This is an optimization exercise on Yosys and OpenROAD, whose aim is small area and a short achievable clock period, not a production implementation.
At most, simulation tests tie the RTL to the original design; equivalence was not proved.
No activity file was given, so power comes from the tool's default toggle rates.

==> flow/design.v (excerpt) <==
module folding_2(Xn,Yn,a,b,clk,switch,rst);
input [15:0] Xn,a,b;
input clk,switch,rst;
output reg [15:0] Yn;
reg ph;                   
reg phn;                  
reg rq;                   
reg [7:0] bone, btwo, bneg;    
reg [15:0] yo;            
reg [15:0] h2, h3, h4;    
reg [15:0] as_, ac;       
reg [15:0] xr;            
wire sh = phn | rq;       
genvar gk, gi;
wire [255:0] bpn;         
wire [7:0] negn = ~bneg;
wire [15:0] cn = rst ? 16'd0 : (switch ? b : a);    
wire [16:0] ce = {cn, 1'b0};
wire [7:0] eone, etwo, eneg;
generate for (gk = 0; gk < 8; gk = gk + 1) begin : g_bo
  assign eone[gk] = ce[2*gk+1] ^ ce[2*gk];
  assign etwo[gk] = (ce[2*gk+2] & ~ce[2*gk+1] & ~ce[2*gk]) | (~ce[2*gk+2] & ce[2*gk+1] & ce[2*gk]);
  assign eneg[gk] = ce[2*gk+2];
  bpp0 q0 (yo[0], bone[gk], bneg[gk], bpn[gk*16]);
  for (gi = 1; gi < 16 - 2*gk; gi = gi + 1) begin : g_bpi
    bpp q (yo[gi], yo[gi-1], bone[gk], btwo[gk], bneg[gk], bpn[gk*16 + gi]);
  end
end endgenerate
wire [15:0] asg = ~(as_ & {16{ph}});    
wire [15:0] acg = ~(ac & {16{ph}});
wire [15:0] tsn, tcn, ysum;
wire s1, k2;
wire s3, k4;
wire s5, k6;
wire s7, k8;
wire s9, k10;
wire s11, k12;
wire s13, k14;
wire s15, k16;
wire s17, k18;
wire s19, k20;
wire s21, k22;
wire s23, k24;
wire s25, k26;
wire s27, k28;
wire s29, k30;
wire s31, k32;
wire s33, k34;
wire s35, k36;
wire s37, k38;
wire s39, k40;
wire s41, k42;
wire s43, k44;
wire s45, k46;
wire s47, k48;
wire s49, k50;
wire s51, k52;
wire s53, k54;
wire s55, k56;
wire s57, k58;
wire s59, k60;
wire s61, k62;
wire s63, k64;
wire s65, k66;
wire s67, k68;
wire s69, k70;
wire s71, k72;
wire s73, k74;
wire s75, k76;
wire s77, k78;
wire s79, k80;
wire s81, k82;
wire s83, k84;
wire s85, k86;
wire s87, k88;
wire s89, k90;
wire s91, k92;
wire s93, k94;
wire s95, k96;
wire s97, k98;
wire s99, k100;
wire s101, k102;
wire s103, k104;
wire s105, k106;
wire s107, k108;
wire s109, k110;
wire s111, k112;
wire s113, k114;
wire s115, k116;
wire s117, k118;
wire s119, k120;
wire s121, k122;
wire s123, k124;
wire s125, k126;
wire s127, k128;
wire x129 = ~(asg[15] ^ acg[15]);
  ...
Settings: LEC_CHECK=0, ABC_CLOCK_PERIOD_IN_PS=3000, CAP_MARGIN=20, CORE_MARGIN=2, CORE_UTILIZATION=65, SETUP_SLACK_MARGIN=5, SLEW_MARGIN=20, SYNTH_HIERARCHICAL=1, SYNTH_MINIMUM_KEEP_SIZE=0; clock period 8.0 ns.
standard.sh (not shown) runs the stock make flow with config.mk's settings and CLKGATE_MAP_FILE= SYNTH_SCRIPT=/design/flow/synth_recipe.tcl, a recipe that flattens the netlist after the stock synthesis.
==> flow/flow/run.sh <==
#!/bin/bash
# Own flow: the standard ORFS flow (standard.sh) with two changes:
#  - ports are buffered with sky130_fd_sc_hd__buf_1 (the resizer upsizes them where timing needs it)
#  - CTS uses clkbuf_4/clkbuf_8 and inserts no dummy loads
# Every tool's output goes to standard.log in the work folder (ORFS also keeps its own logs in orfs/logs).
set -euo pipefail
export BUFFER_PORTS_ARGS="-buffer_cell sky130_fd_sc_hd__buf_1"
export CTS_ARGS="-sink_clustering_enable -sink_clustering_size 25 -repair_clock_nets -dont_use_dummy_load -buf_list {sky130_fd_sc_hd__clkbuf_4 sky130_fd_sc_hd__clkbuf_8}"
bash standard.sh > standard.log 2>&1
The baseline finished with timing, DRC and antenna clean.
Rerun with:
--- a/flow/flow/run.sh
+++ b/flow/flow/run.sh
@@ -8 +8 @@
-export CTS_ARGS="-sink_clustering_enable -sink_clustering_size 25 -repair_clock_nets -dont_use_dummy_load -buf_list {sky130_fd_sc_hd__clkbuf_4 sky130_fd_sc_hd__clkbuf_8}"
+export CTS_ARGS="-sink_clustering_enable -repair_clock_nets -dont_use_dummy_load -buf_list {sky130_fd_sc_hd__clkbuf_4 sky130_fd_sc_hd__clkbuf_8}"
--- a/flow/config.mk
+++ b/flow/config.mk
@@ -11 +11,2 @@
-export CORE_UTILIZATION = 65
+export CORE_UTILIZATION = 40
+export CTS_BUF_LIST = sky130_fd_sc_hd__clkbuf_4 sky130_fd_sc_hd__clkbuf_8
The changed run produced a clean layout.
Fmax fell by 0.44%.
Via count is about the same.
Final area grows by 0.98%.
No run of this note included a check of the RTL's function; only the layout flow was run.

* * *

job 2457:
Another version of the RTL of folding_2 (not shown whole).
Size in the first run: roughly 67 I/O pins, ~8200 µm² of cells after synthesis.
export LEC_CHECK = 0
export ABC_CLOCK_PERIOD_IN_PS = 2500
export CAP_MARGIN = 20
export CORE_MARGIN = 2
export CORE_UTILIZATION = 40
export SLEW_MARGIN = 20
export SYNTH_HIERARCHICAL = 1
export SYNTH_MINIMUM_KEEP_SIZE = 0
create_clock -name core_clock -period 8.0 [get_ports {clk}]
==> flow/flow/run.sh <==
#!/bin/bash
# Own flow: the standard ORFS flow (standard.sh), with these changes:
#  - ports are buffered with sky130_fd_sc_hd__buf_1 (the resizer upsizes them where timing needs it)
#  - timing repair aims at 5.2 ns of setup slack
#  - CTS uses clkbuf_4/clkbuf_8 and inserts no dummy loads
# Each step's output goes to its own log in the work folder (ORFS also keeps its logs in orfs/logs).
set -euo pipefail
export BUFFER_PORTS_ARGS="-buffer_cell sky130_fd_sc_hd__buf_1"
export SETUP_SLACK_MARGIN=5.2
export CTS_ARGS="-sink_clustering_enable -repair_clock_nets -dont_use_dummy_load -buf_list {sky130_fd_sc_hd__clkbuf_4 sky130_fd_sc_hd__clkbuf_8}"
net="$PWD/orfs/results/sky130hd/folding_2/base/1_2_yosys.v"
bash standard.sh "$net" > synth.log 2>&1
n=$(grep -c 'sky130_fd_sc_hd__a22oi_2 ' "$net" || true)
sed -i 's/sky130_fd_sc_hd__a22oi_2 /sky130_fd_sc_hd__a22oi_1 /' "$net"
echo "swapped $n a22oi_2 for a22oi_1" > swap.log
bash standard.sh > standard.log 2>&1
Job 2457: all stages complete, timing, DRC and antenna checks passed
--- input diff job 2457..job 1016 ---
Settings: ABC_CLOCK_PERIOD_IN_PS now 3000, was 2500.
==> comparison <==
- Across job 1016 and job 2457, none had a timing, DRC or antenna violation.
- On first-pass GRT wire length, job 1016 and job 2457 are basically level.
- ~same power in the clock group in job 1016 and job 2457
- [compare] base=job 2457 new=job 1016: met3 track demand over resource in global routing closely matched the old numbers; number of pins exceeding their max-slew limit in the final report closely matched the old numbers; cell internal power dissipation closely matched the old numbers; global-route usage closely matched the old numbers.
- As far as multi-input combinational area share goes, job 1016 and job 2457 are indistinguishable; the numbers are identical.
- [compare] base=job 2457 new=job 1016: area used by multi-input combinational logic flat, routed wire length about even, maximum frequency shows no meaningful change.
- Job 1016 and job 2457 ended up with nearly the same number of diodes.
Modified inputs, job 8445 compared to job 1016
diff --git a/flow/flow/run.sh b/flow/flow/run.sh
--- a/flow/flow/run.sh
+++ b/flow/flow/run.sh
@@ -2,10 +2,10 @@
 # Own flow: the standard ORFS flow (standard.sh), with these changes:
 #  - ports are buffered with sky130_fd_sc_hd__buf_1 (the resizer upsizes them where timing needs it)
-#  - timing repair aims at 5.2 ns of setup slack
+#  - timing repair aims at 5.25 ns of setup slack
 #  - CTS uses clkbuf_4/clkbuf_8 and inserts no dummy loads
 # Each step's output goes to its own log in the work folder (ORFS also keeps its logs in orfs/logs).
 set -euo pipefail
 export BUFFER_PORTS_ARGS="-buffer_cell sky130_fd_sc_hd__buf_1"
-export SETUP_SLACK_MARGIN=5.2
+export SETUP_SLACK_MARGIN=5.25
 export CTS_ARGS="-sink_clustering_enable -repair_clock_nets -dont_use_dummy_load -buf_list {sky130_fd_sc_hd__clkbuf_4 sky130_fd_sc_hd__clkbuf_8}"
 net="$PWD/orfs/results/sky130hd/folding_2/base/1_2_yosys.v"
Notes after the runs:
- Relative to job 1016, pre-CTS worst setup slack has gone up in job 8445.
- Maximum frequency delta (job 1016 -> job 8445): insignificant
- Final-layout non-clock buffer area share on job 8445 is down relative to job 1016.
- All-layer global routing usage, job 1016 and job 8445: higher on job 1016
Function was not checked in any run of this note: the RTL went through the layout flow alone.

* * *

== run 1 ==
folding_2, a different RTL version from the one above (not shown whole).
Size: roughly 680 cells after synthesis, roughly 150 flip-flops, ~67 I/O pins, roughly 0.0088 mm2 of cells after synthesis.
Settings: LEC_CHECK=0, ABC_CLOCK_PERIOD_IN_PS=3000, CAP_MARGIN=20, CORE_MARGIN=2, CORE_UTILIZATION=40, SLEW_MARGIN=20, SYNTH_HIERARCHICAL=1, SYNTH_MINIMUM_KEEP_SIZE=0; clock period 8.0 ns.
==> flow/flow/run.sh <==
#!/bin/bash
# Own flow: the standard ORFS flow (standard.sh) with two changes:
#  - ports are buffered with sky130_fd_sc_hd__buf_1 (the resizer upsizes them where timing needs it)
#  - timing repair aims at 5.3 ns of setup slack (a 2.7 ns period)
#  - CTS uses clkbuf_4/clkbuf_8 and inserts no dummy loads
# Every tool's output goes to standard.log in the work folder (ORFS also keeps its own logs in orfs/logs).
set -euo pipefail
export BUFFER_PORTS_ARGS="-buffer_cell sky130_fd_sc_hd__buf_1"
export SETUP_SLACK_MARGIN=5.3
export CTS_ARGS="-sink_clustering_enable -repair_clock_nets -dont_use_dummy_load -buf_list {sky130_fd_sc_hd__clkbuf_4 sky130_fd_sc_hd__clkbuf_8}"
bash standard.sh > standard.log 2>&1
Run 1: flow completed, timing, DRC and antenna clean
The inputs of run 2 differ from those of run 1 as listed below.
Settings: SETUP_SLACK_MARGIN newly set to 5; CTS_BUF_LIST newly set to sky130_fd_sc_hd__clkbuf_4 sky130_fd_sc_hd__clkbuf_8.
diff --git a/flow/flow/run.sh b/flow/flow/run.sh
--- a/flow/flow/run.sh
+++ b/flow/flow/run.sh
@@ -3,3 +3,2 @@
 #  - ports are buffered with sky130_fd_sc_hd__buf_1 (the resizer upsizes them where timing needs it)
-#  - timing repair aims at 5.3 ns of setup slack (a 2.7 ns period)
 #  - CTS uses clkbuf_4/clkbuf_8 and inserts no dummy loads
@@ -8,3 +7,2 @@
 export BUFFER_PORTS_ARGS="-buffer_cell sky130_fd_sc_hd__buf_1"
-export SETUP_SLACK_MARGIN=5.3
 export CTS_ARGS="-sink_clustering_enable -repair_clock_nets -dont_use_dummy_load -buf_list {sky130_fd_sc_hd__clkbuf_4 sky130_fd_sc_hd__clkbuf_8}"
Notes after the runs:
- In the metrics for run 2 and run 1, the one carrying the lower detailed-routing iteration count for the pre-antenna-repair pass is run 2.
- Run 2 ends up with lower total detailed-routing wirelength than run 1 does.
- Comparing run 2 and run 1, the higher number of cells on the worst reg-to-reg path was measured on run 2.
- Least setup slack across all paths after layout: run 2 lower than run 1
- Comparing run 1 against run 2, there is no change at all in number of register bits inferred by synthesis.
- Run 2 vs run 1 — worst reg-to-reg setup slack dropped 0.08 ns.
- In the flow results for run 2 and run 1, the fmax is smaller on run 2.
Input changes introduced in run 3 (baseline for comparison: run 2):
diff --git a/flow/flow/run.sh b/flow/flow/run.sh
--- a/flow/flow/run.sh
+++ b/flow/flow/run.sh
@@ -7,3 +7,3 @@
 export BUFFER_PORTS_ARGS="-buffer_cell sky130_fd_sc_hd__buf_1"
-export CTS_ARGS="-sink_clustering_enable -repair_clock_nets -dont_use_dummy_load -buf_list {sky130_fd_sc_hd__clkbuf_4 sky130_fd_sc_hd__clkbuf_8}"
+export CTS_ARGS="-sink_clustering_enable -sink_clustering_size 40 -sink_clustering_max_diameter 150 -repair_clock_nets -dont_use_dummy_load -buf_list {sky130_fd_sc_hd__clkbuf_4 sky130_fd_sc_hd__clkbuf_8}"
 bash standard.sh > standard.log 2>&1
Notes after the runs:
- Summary of run 3 over run 2: via count closely matched the old numbers; core utilization closely matched the old numbers; number of flip-flops and latches closely matched the old numbers; part of the Yosys area used for sequential elements closely matched the old numbers.
- Run 3 -> run 2: proportion of synthesized area in mux cells delta 0, exact match
- Total power density per cell area: run 3 vs run 2 identical
- Post-detailed-route count of antenna-violating nets came out exactly the same in run 2 and run 3.
- Comparing run 3 against run 2, there is no change at all in first-pass GRT wire length.
- Diff run 2 -> run 3: global-route usage saw little to no change; clock share of power saw little to no change; stage delay of the slowest cell on the critical path saw little to no change.

==> port drivers added, routing unchanged <==
No port has a modelled driver above. Below, the same layouts with a new extraction and two added sets of constraints. Step 1 sets driving cells, clkbuf_16 on the clock port and buf_2 on the other inputs (assumed; they add their load-dependent delay and slew). Step 2, shift: input delay + t, output delay - t, t = (earliest + latest rising clock arrival at the registers) / 2. This alone moves slack from input paths to output paths. Slacks: no drivers / after step 1 / after step 2; pairs: no drivers / after step 1.
run | t, ns | slack for setup (ns) | hold slack, ns | pins driven straight from the clock port
the first run of note 1 | 0.475 | 4.613 / 4.613 / 4.613 | 0.416 / 0.416 / 0.416 | 1
the second run of note 1 | 0.491 | 4.598 / 4.598 / 4.598 | 0.406 / 0.406 / 0.406 | 1
job 2457 | 0.474 | 5.224 / 5.224 / 4.902 | 0.436 / 0.436 / 0.436 | 1
job 1016 | 0.474 | 5.224 / 5.224 / 4.902 | 0.436 / 0.436 / 0.436 | 1
job 8445 | 0.478 | 5.219 / 5.219 / 4.928 | 0.437 / 0.437 / 0.437 | 1
run 1 | 0.481 | 5.110 / 5.110 / 5.095 | 0.425 / 0.425 / 0.425 | 1
run 2 | 0.481 | 5.026 / 5.026 / 4.865 | 0.413 / 0.413 / 0.413 | 1
run 3 | 0.481 | 5.026 / 5.026 / 4.865 | 0.413 / 0.413 / 0.413 | 1
After both steps setup and hold are still met in every run listed.
